Source: an optimization exercise on an open RTL-to-GDS flow (aim: a short achievable clock period and few clock cycles). Production flows keep margins and buffers that such runs may drop. Power and IR drop assume default switching activity.

==> exp/lagoon: inputs <==
## TinyMIPS
module TinyMIPS(clk, rst, data_fromRAM, wrEn, addr_toRAM, data_toRAM);
	input clk, rst;
	output reg wrEn;
	input [15:0] data_fromRAM;
	output reg [15:0] data_toRAM;
	output reg [7:0] addr_toRAM;
	reg [15:0] RF [7:0];
	reg [7:0] ar;            
	reg       afetch;        
	reg       wr;            
	reg [15:0] dr;           
	reg [7:0] pcf;           
	reg       fv;
	reg [7:0] fpc;
	reg [1:0] qn;
	reg [15:0] q0i, q1i;
	reg [7:0] q0p, q1p;
	reg       q0t, q1t;
	reg       ev;
	reg [1:0] e_wc;          
	reg       e_alu, e_mul, e_ld, e_st, e_sh, e_beq, e_blt, e_bgt, e_pred;
	reg [2:0] ed, esA, esB, esC;
	reg       e_pA, e_pB, e_pC;  
	reg [15:0] eA, eB, eC;
	reg [7:0] e_pc1, e_pc2, e_tgt, e_tgt1;
	reg       memv, wbv;
	reg [2:0] memd, wbd;
	reg       m2v;
	reg [2:0] m2d;
	reg       smc_r;
	reg [7:0] smc_pc, smc_pc1;
	always @* begin
		addr_toRAM = ar;
		wrEn = wr;
		data_toRAM = dr;
	end
	wire [15:0] sum = eB + eC;
	wire sh_zero = (|eC[15:6]) | eC[4];
	wire [15:0] sh = sh_zero ? 16'd0 : (eC[5] ? (eB << eC[3:0]) : (eB >> eC[3:0]));
	wire [15:0] alu = e_sh ? sh : sum;
	wire e_wait = e_wc != 2'd0;
	wire ex_go = ev & ~e_wait & ~smc_r;
	wire ex_hold = ev & e_st & wr & (&ar);    
	wire ex_alu = ex_go & e_alu;
	wire ex_st = ex_go & e_st & ~ex_hold;
	wire ex_ld = ex_go & e_ld;
  ...
Settings: LEC_CHECK=0, CAP_MARGIN=20, CORE_MARGIN=2, CORE_UTILIZATION=40, SLEW_MARGIN=20; clock period 7.0 ns.
run.sh (not shown) runs the stock make flow with config.mk's settings and CLKGATE_MAP_FILE= SYNTH_SCRIPT=/design/flow/synth_recipe.tcl, a recipe that flattens the netlist after the stock synthesis.
==> exp/pepper: changes against exp/lagoon <==
--- a/flow/design.v
+++ b/flow/design.v
@@ -26,10 +26,15 @@
 	reg [7:0] e_pc1, e_pc2, e_tgt, e_tgt1;
 	reg       memv, wbv;
 	reg [2:0] memd, wbd;
 	reg       m2v;
 	reg [2:0] m2d;
+	reg [3:0] bv;
+	reg [7:0] bpc0, bpc1, bpc2, bpc3, btg0, btg1, btg2, btg3, btp0, btp1, btp2, btp3;
+	reg [1:0] bptr;
+	reg       f_btb, q0b, q1b, e_btb;
+	reg [7:0] e_pc;
 	reg       smc_r;
 	reg [7:0] smc_pc, smc_pc1;
 	always @* begin
 		addr_toRAM = ar;
 		wrEn = wr;
@@ -46,11 +51,12 @@
 	wire ex_st = ex_go & e_st & ~ex_hold;
 	wire ex_ld = ex_go & e_ld;
 	wire ex_mem = ex_st | ex_ld;
 	wire [7:0] sa = sum[7:0];
 	wire taken = (e_beq & (eA == eB)) | (e_blt & (eA < eB)) | (e_bgt & (eA > eB));
-	wire misp = ex_go & (e_beq | e_blt | e_bgt) & (taken != e_pred);
+	wire e_br = e_beq | e_blt | e_bgt;
+	wire misp = ex_go & (e_br ? (taken != e_pred) : e_pred);
 	wire mw1 = eB[0] & eC[0];
 	wire mw2 = eB[1] & eC[0];
 	wire mw3 = eB[0] & eC[1];
 	wire mw4 = eB[2] & eC[0];
 	wire mw5 = eB[1] & eC[1];
@@ -350,17 +356,23 @@
 	wire [15:0] mc1 = ((mr0 & mr1) | (mr0 & mr2) | (mr1 & mr2)) << 1;
 	wire [15:0] ms2 = ms1 ^ mc1 ^ mr3;
 	wire [15:0] mc2 = ((ms1 & mc1) | (ms1 & mr3) | (mc1 & mr3)) << 1;
 	wire [15:0] mres = ms2 + mc2;
 	wire [3:0] fop = data_fromRAM[15:12];
-	wire f_pred = fv & (fop == 4'd8 || fop == 4'd9 || fop == 4'd10) & data_fromRAM[5];
+	wire f_stat = fv & (fop == 4'd8 || fop == 4'd9 || fop == 4'd10) & data_fromRAM[5] & ~f_btb;
+	wire f_pred = f_stat | (fv & f_btb);
+	wire [3:0] bh = {bv[3] & (bpc3 == ar), bv[2] & (bpc2 == ar), bv[1] & (bpc1 == ar), bv[0] & (bpc0 == ar)};
+	wire bhit = afetch & (|bh);
+	wire [7:0] bt = ({8{bh[0]}} & btg0) | ({8{bh[1]}} & btg1) | ({8{bh[2]}} & btg2) | ({8{bh[3]}} & btg3);
+	wire [7:0] bt1 = ({8{bh[0]}} & btp0) | ({8{bh[1]}} & btp1) | ({8{bh[2]}} & btp2) | ({8{bh[3]}} & btp3);
 	wire [7:0] f_tgt = fpc + {{2{data_fromRAM[5]}}, data_fromRAM[5:0]};
 	wire [7:0] f_tgt1 = fpc + {{2{data_fromRAM[5]}}, data_fromRAM[5:0]} + 8'd1;
 	wire d_valid = (qn != 2'd0) | fv;
 	wire [15:0] di = (qn != 2'd0) ? q0i : data_fromRAM;
 	wire [7:0] dp = (qn != 2'd0) ? q0p : fpc;
 	wire d_pred = (qn != 2'd0) ? q0t : f_pred;
+	wire d_btb = (qn != 2'd0) ? q0b : f_btb;
 	wire [3:0] op = di[15:12];
 	wire [2:0] sA = di[11:9], sB = di[8:6], sC = di[5:3];
 	wire is_add = op == 4'd0, is_addi = op == 4'd1, is_mul = op == 4'd2, is_srl = op == 4'd3;
 	wire is_ld = op == 4'd4, is_st = op == 4'd5, is_cp = op == 4'd6, is_cpi = op == 4'd7;
 	wire is_beq = op == 4'd8, is_blt = op == 4'd9, is_bgt = op == 4'd10;
@@ -380,22 +392,24 @@
 	                    (fv & (fpc == sa)) | (afetch & (ar == sa)));
 	wire misp_k = misp & ~smc_r;
 	wire flush = misp_k | smc_r;
 	wire ex_free = ~(ev & (e_wait | ex_hold));
 	wire cons = d_valid & ex_free;
-	wire pred_redir = f_pred & ~flush;
+	wire pred_redir = f_stat & ~flush;
 	wire fv_next = afetch & ~flush & ~pred_redir;
 	reg [1:0] qn_next;
 	always @* begin
 		if (flush) qn_next = 2'd0;
 		else qn_next = qn + {1'b0, fv} - {1'b0, cons};
 	end
 	wire fetch = ~ex_mem & ((qn_next == 2'd0) | ((qn_next == 2'd1) & ~fv_next));
 	wire [7:0] redir = smc_r ? smc_pc : (taken ? e_tgt : e_pc1);
 	wire [7:0] redir1 = smc_r ? smc_pc1 : (taken ? e_tgt1 : e_pc2);
-	wire [7:0] fa = flush ? redir : (pred_redir ? f_tgt : pcf);
-	wire [7:0] fa1 = flush ? redir1 : (pred_redir ? f_tgt1 : pcf + 8'd1);
+	wire [7:0] fa = flush ? redir : (pred_redir ? f_tgt : (bhit ? bt : pcf));
+	wire [7:0] fa1 = flush ? redir1 : (pred_redir ? f_tgt1 : (bhit ? bt1 : pcf + 8'd1));
+	wire b_ins = ex_go & e_br & taken & ~e_btb;
+	wire b_del = ex_go & e_br & ~taken & e_btb;
 	always @(posedge clk) begin
 		if (ex_alu) RF[ed] <= alu;
 		if (m2v && !(ex_alu && ed == m2d)) RF[m2d] <= mres;
 		if (wbv && !(ex_alu && ed == wbd) && !(m2v && m2d == wbd)) RF[wbd] <= data_fromRAM;
 		fpc <= ar;
@@ -409,17 +423,26 @@
 		dr <= eA;
 		ar <= ex_mem ? sa : fa;
 		smc_pc <= e_pc1;
 		smc_pc1 <= e_pc2;
 		if (qn == 2'd0 || (qn == 2'd1 && cons)) begin
-			q0i <= data_fromRAM; q0p <= fpc; q0t <= f_pred;
+			q0i <= data_fromRAM; q0p <= fpc; q0t <= f_pred; q0b <= f_btb;
 		end
 		else if (qn == 2'd2 && cons) begin
-			q0i <= q1i; q0p <= q1p; q0t <= q1t;
+			q0i <= q1i; q0p <= q1p; q0t <= q1t; q0b <= q1b;
 		end
 		if (!(qn == 2'd2 && !cons)) begin
-			q1i <= data_fromRAM; q1p <= fpc; q1t <= f_pred;
+			q1i <= data_fromRAM; q1p <= fpc; q1t <= f_pred; q1b <= f_btb;
+		end
+		f_btb <= bhit;
+		if (b_ins) begin
+			case (bptr)
+			2'd0: begin bpc0 <= e_pc; btg0 <= e_tgt; btp0 <= e_tgt1; end
+			2'd1: begin bpc1 <= e_pc; btg1 <= e_tgt; btp1 <= e_tgt1; end
+			2'd2: begin bpc2 <= e_pc; btg2 <= e_tgt; btp2 <= e_tgt1; end
+			default: begin bpc3 <= e_pc; btg3 <= e_tgt; btp3 <= e_tgt1; end
+			endcase
 		end
 		if (ex_free) begin
 			e_alu <= is_add | is_addi | is_srl | is_cp | is_cpi;
 			e_mul <= is_mul;
 			e_ld <= is_ld;
@@ -427,10 +450,12 @@
 			e_sh <= is_srl;
 			e_beq <= is_beq;
 			e_blt <= is_blt;
 			e_bgt <= is_bgt;
 			e_pred <= d_pred;
+			e_btb <= d_btb;
+			e_pc <= dp;
 			ed <= sA;
 			esA <= sA;
 			esB <= sB;
 			esC <= sC;
 			e_pA <= useA & (lA | oA);
@@ -466,10 +491,12 @@
 			e_wc <= 2'd0;
 			memv <= 1'b0;
 			wbv <= 1'b0;
 			m2v <= 1'b0;
 			smc_r <= 1'b0;
+			bv <= 4'd0;
+			bptr <= 2'd0;
 		end
 		else begin
 			wr <= ex_st;
 			afetch <= fetch;
 			fv <= fv_next;
@@ -485,8 +512,24 @@
 				e_wc <= e_wc - 2'd1;
 			memv <= ex_ld;
 			wbv <= memv & ~(ex_alu && ed == memd);
 			m2v <= ex_go & e_mul;
 			smc_r <= smc;
+			if (b_ins) begin
+				bv[bptr] <= 1'b1;
+				bptr <= bptr + 2'd1;
+			end
+			if (b_del) begin
+				if (bpc0 == e_pc) bv[0] <= 1'b0;
+				if (bpc1 == e_pc) bv[1] <= 1'b0;
+				if (bpc2 == e_pc) bv[2] <= 1'b0;
+				if (bpc3 == e_pc) bv[3] <= 1'b0;
+			end
+			if (ex_st) begin
+				if (bpc0 == sa) bv[0] <= 1'b0;
+				if (bpc1 == sa) bv[1] <= 1'b0;
+				if (bpc2 == sa) bv[2] <= 1'b0;
+				if (bpc3 == sa) bv[3] <= 1'b0;
+			end
 		end
 	end
 endmodule
Settings changed: SETUP_SLACK_MARGIN from default to 4.5.
==> exp/maple: changes against exp/lagoon <==
--- a/flow/design.v
+++ b/flow/design.v
@@ -26,10 +26,15 @@
 	reg [7:0] e_pc1, e_pc2, e_tgt, e_tgt1;
 	reg       memv, wbv;
 	reg [2:0] memd, wbd;
 	reg       m2v;
 	reg [2:0] m2d;
+	reg [3:0] bv;
+	reg [7:0] bpc0, bpc1, bpc2, bpc3, btg0, btg1, btg2, btg3, btp0, btp1, btp2, btp3;
+	reg [1:0] bptr;
+	reg       f_btb, q0b, q1b, e_btb;
+	reg [7:0] e_pc;
 	reg       smc_r;
 	reg [7:0] smc_pc, smc_pc1;
 	always @* begin
 		addr_toRAM = ar;
 		wrEn = wr;
@@ -46,11 +51,12 @@
 	wire ex_st = ex_go & e_st & ~ex_hold;
 	wire ex_ld = ex_go & e_ld;
 	wire ex_mem = ex_st | ex_ld;
 	wire [7:0] sa = sum[7:0];
 	wire taken = (e_beq & (eA == eB)) | (e_blt & (eA < eB)) | (e_bgt & (eA > eB));
-	wire misp = ex_go & (e_beq | e_blt | e_bgt) & (taken != e_pred);
+	wire e_br = e_beq | e_blt | e_bgt;
+	wire misp = ex_go & (e_br ? (taken != e_pred) : e_pred);
 	wire mw1 = eB[0] & eC[0];
 	wire mw2 = eB[1] & eC[0];
 	wire mw3 = eB[0] & eC[1];
 	wire mw4 = eB[2] & eC[0];
 	wire mw5 = eB[1] & eC[1];
@@ -350,17 +356,23 @@
 	wire [15:0] mc1 = ((mr0 & mr1) | (mr0 & mr2) | (mr1 & mr2)) << 1;
 	wire [15:0] ms2 = ms1 ^ mc1 ^ mr3;
 	wire [15:0] mc2 = ((ms1 & mc1) | (ms1 & mr3) | (mc1 & mr3)) << 1;
 	wire [15:0] mres = ms2 + mc2;
 	wire [3:0] fop = data_fromRAM[15:12];
-	wire f_pred = fv & (fop == 4'd8 || fop == 4'd9 || fop == 4'd10) & data_fromRAM[5];
+	wire f_stat = fv & (fop == 4'd8 || fop == 4'd9 || fop == 4'd10) & data_fromRAM[5] & ~f_btb;
+	wire f_pred = f_stat | (fv & f_btb);
+	wire [3:0] bh = {bv[3] & (bpc3 == ar), bv[2] & (bpc2 == ar), bv[1] & (bpc1 == ar), bv[0] & (bpc0 == ar)};
+	wire bhit = afetch & (|bh);
+	wire [7:0] bt = ({8{bh[0]}} & btg0) | ({8{bh[1]}} & btg1) | ({8{bh[2]}} & btg2) | ({8{bh[3]}} & btg3);
+	wire [7:0] bt1 = ({8{bh[0]}} & btp0) | ({8{bh[1]}} & btp1) | ({8{bh[2]}} & btp2) | ({8{bh[3]}} & btp3);
 	wire [7:0] f_tgt = fpc + {{2{data_fromRAM[5]}}, data_fromRAM[5:0]};
 	wire [7:0] f_tgt1 = fpc + {{2{data_fromRAM[5]}}, data_fromRAM[5:0]} + 8'd1;
 	wire d_valid = (qn != 2'd0) | fv;
 	wire [15:0] di = (qn != 2'd0) ? q0i : data_fromRAM;
 	wire [7:0] dp = (qn != 2'd0) ? q0p : fpc;
 	wire d_pred = (qn != 2'd0) ? q0t : f_pred;
+	wire d_btb = (qn != 2'd0) ? q0b : f_btb;
 	wire [3:0] op = di[15:12];
 	wire [2:0] sA = di[11:9], sB = di[8:6], sC = di[5:3];
 	wire is_add = op == 4'd0, is_addi = op == 4'd1, is_mul = op == 4'd2, is_srl = op == 4'd3;
 	wire is_ld = op == 4'd4, is_st = op == 4'd5, is_cp = op == 4'd6, is_cpi = op == 4'd7;
 	wire is_beq = op == 4'd8, is_blt = op == 4'd9, is_bgt = op == 4'd10;
@@ -380,22 +392,24 @@
 	                    (fv & (fpc == sa)) | (afetch & (ar == sa)));
 	wire misp_k = misp & ~smc_r;
 	wire flush = misp_k | smc_r;
 	wire ex_free = ~(ev & (e_wait | ex_hold));
 	wire cons = d_valid & ex_free;
-	wire pred_redir = f_pred & ~flush;
+	wire pred_redir = f_stat & ~flush;
 	wire fv_next = afetch & ~flush & ~pred_redir;
 	reg [1:0] qn_next;
 	always @* begin
 		if (flush) qn_next = 2'd0;
 		else qn_next = qn + {1'b0, fv} - {1'b0, cons};
 	end
 	wire fetch = ~ex_mem & ((qn_next == 2'd0) | ((qn_next == 2'd1) & ~fv_next));
 	wire [7:0] redir = smc_r ? smc_pc : (taken ? e_tgt : e_pc1);
 	wire [7:0] redir1 = smc_r ? smc_pc1 : (taken ? e_tgt1 : e_pc2);
-	wire [7:0] fa = flush ? redir : (pred_redir ? f_tgt : pcf);
-	wire [7:0] fa1 = flush ? redir1 : (pred_redir ? f_tgt1 : pcf + 8'd1);
+	wire [7:0] fa = flush ? redir : (pred_redir ? f_tgt : (bhit ? bt : pcf));
+	wire [7:0] fa1 = flush ? redir1 : (pred_redir ? f_tgt1 : (bhit ? bt1 : pcf + 8'd1));
+	wire b_ins = ex_go & e_br & taken & ~e_btb;
+	wire b_del = ex_go & e_br & ~taken & e_btb;
 	always @(posedge clk) begin
 		if (ex_alu) RF[ed] <= alu;
 		if (m2v && !(ex_alu && ed == m2d)) RF[m2d] <= mres;
 		if (wbv && !(ex_alu && ed == wbd) && !(m2v && m2d == wbd)) RF[wbd] <= data_fromRAM;
 		fpc <= ar;
@@ -409,17 +423,26 @@
 		dr <= eA;
 		ar <= ex_mem ? sa : fa;
 		smc_pc <= e_pc1;
 		smc_pc1 <= e_pc2;
 		if (qn == 2'd0 || (qn == 2'd1 && cons)) begin
-			q0i <= data_fromRAM; q0p <= fpc; q0t <= f_pred;
+			q0i <= data_fromRAM; q0p <= fpc; q0t <= f_pred; q0b <= f_btb;
 		end
 		else if (qn == 2'd2 && cons) begin
-			q0i <= q1i; q0p <= q1p; q0t <= q1t;
+			q0i <= q1i; q0p <= q1p; q0t <= q1t; q0b <= q1b;
 		end
 		if (!(qn == 2'd2 && !cons)) begin
-			q1i <= data_fromRAM; q1p <= fpc; q1t <= f_pred;
+			q1i <= data_fromRAM; q1p <= fpc; q1t <= f_pred; q1b <= f_btb;
+		end
+		f_btb <= bhit;
+		if (b_ins) begin
+			case (bptr)
+			2'd0: begin bpc0 <= e_pc; btg0 <= e_tgt; btp0 <= e_tgt1; end
+			2'd1: begin bpc1 <= e_pc; btg1 <= e_tgt; btp1 <= e_tgt1; end
+			2'd2: begin bpc2 <= e_pc; btg2 <= e_tgt; btp2 <= e_tgt1; end
+			default: begin bpc3 <= e_pc; btg3 <= e_tgt; btp3 <= e_tgt1; end
+			endcase
 		end
 		if (ex_free) begin
 			e_alu <= is_add | is_addi | is_srl | is_cp | is_cpi;
 			e_mul <= is_mul;
 			e_ld <= is_ld;
@@ -427,10 +450,12 @@
 			e_sh <= is_srl;
 			e_beq <= is_beq;
 			e_blt <= is_blt;
 			e_bgt <= is_bgt;
 			e_pred <= d_pred;
+			e_btb <= d_btb;
+			e_pc <= dp;
 			ed <= sA;
 			esA <= sA;
 			esB <= sB;
 			esC <= sC;
 			e_pA <= useA & (lA | oA);
@@ -466,10 +491,12 @@
 			e_wc <= 2'd0;
 			memv <= 1'b0;
 			wbv <= 1'b0;
 			m2v <= 1'b0;
 			smc_r <= 1'b0;
+			bv <= 4'd0;
+			bptr <= 2'd0;
 		end
 		else begin
 			wr <= ex_st;
 			afetch <= fetch;
 			fv <= fv_next;
@@ -485,8 +512,24 @@
 				e_wc <= e_wc - 2'd1;
 			memv <= ex_ld;
 			wbv <= memv & ~(ex_alu && ed == memd);
 			m2v <= ex_go & e_mul;
 			smc_r <= smc;
+			if (b_ins) begin
+				bv[bptr] <= 1'b1;
+				bptr <= bptr + 2'd1;
+			end
+			if (b_del) begin
+				if (bpc0 == e_pc) bv[0] <= 1'b0;
+				if (bpc1 == e_pc) bv[1] <= 1'b0;
+				if (bpc2 == e_pc) bv[2] <= 1'b0;
+				if (bpc3 == e_pc) bv[3] <= 1'b0;
+			end
+			if (ex_st) begin
+				if (bpc0 == sa) bv[0] <= 1'b0;
+				if (bpc1 == sa) bv[1] <= 1'b0;
+				if (bpc2 == sa) bv[2] <= 1'b0;
+				if (bpc3 == sa) bv[3] <= 1'b0;
+			end
 		end
 	end
 endmodule
Settings changed: SETUP_SLACK_MARGIN from default to 4.2.
==> comparison table <==
item	exp/maple	exp/lagoon	exp/pepper
Run status	complete, no violations	complete, no violations	complete, no violations
Routed length on met1	57.8 mm	48.0 mm	59.0 mm
Power per unit of standard cell area	569 mW/mm²	552 mW/mm²	574 mW/mm²
Depth of the most critical reg-to-reg path	15	12	15
Number of cells in the design after placement	4,909	4,460	4,916
Adder-cell share of the synthesized area	7.63%	8.70%	7.63%
Die Span Y	304 µm	281 µm	304 µm
Share of the cycle needed by the critical path after routing	55.6%	71.0%	54.6%
Gates resized, CTS repair	772	0	895
Multi-input gate share of the layout cell area	47.7%	53.4%	47.3%
Sequential share of the synthesized area	39.9%	35.9%	39.9%
Sequential cell count of the final layout	524	411	524
Area share of the leading cell type in the synthesized netlist	32.2%	27.3%	32.2%
No functional check of the RTL was part of any run of this note.

## static timing again, ports no longer ideal
No port has a modelled driver above. Below, the same layouts with a new extraction and two added sets of constraints.
Step 1 sets driving cells, clkbuf_16 on the clock port and buf_2 on the other inputs (assumed; they add their load-dependent delay and slew).
Step 2 times the ports against the registers' clock, not the clock port: input delays grow and output delays shrink by t, the midpoint of the rising clock arrivals with the driver on.
Slacks: ideal / step 1 / step 2; pairs: ideal / step 1.
run | t, ns | setup WS [ns] | worst register clock-pin slew, ns
exp/lagoon | 0.678 | 2.029 / 2.029 / 1.538 | 0.07 / 0.07
exp/pepper | 0.706 | 3.175 / 3.175 / 2.819 | 0.06 / 0.06
exp/maple | 0.722 | 3.108 / 3.108 / 2.903 | 0.07 / 0.07
After both steps setup and hold are still met in every run listed. For exp/lagoon, which loses most, drivers alone change the setup slack by 0.000 ns; drivers and shift together by -0.491 ns.
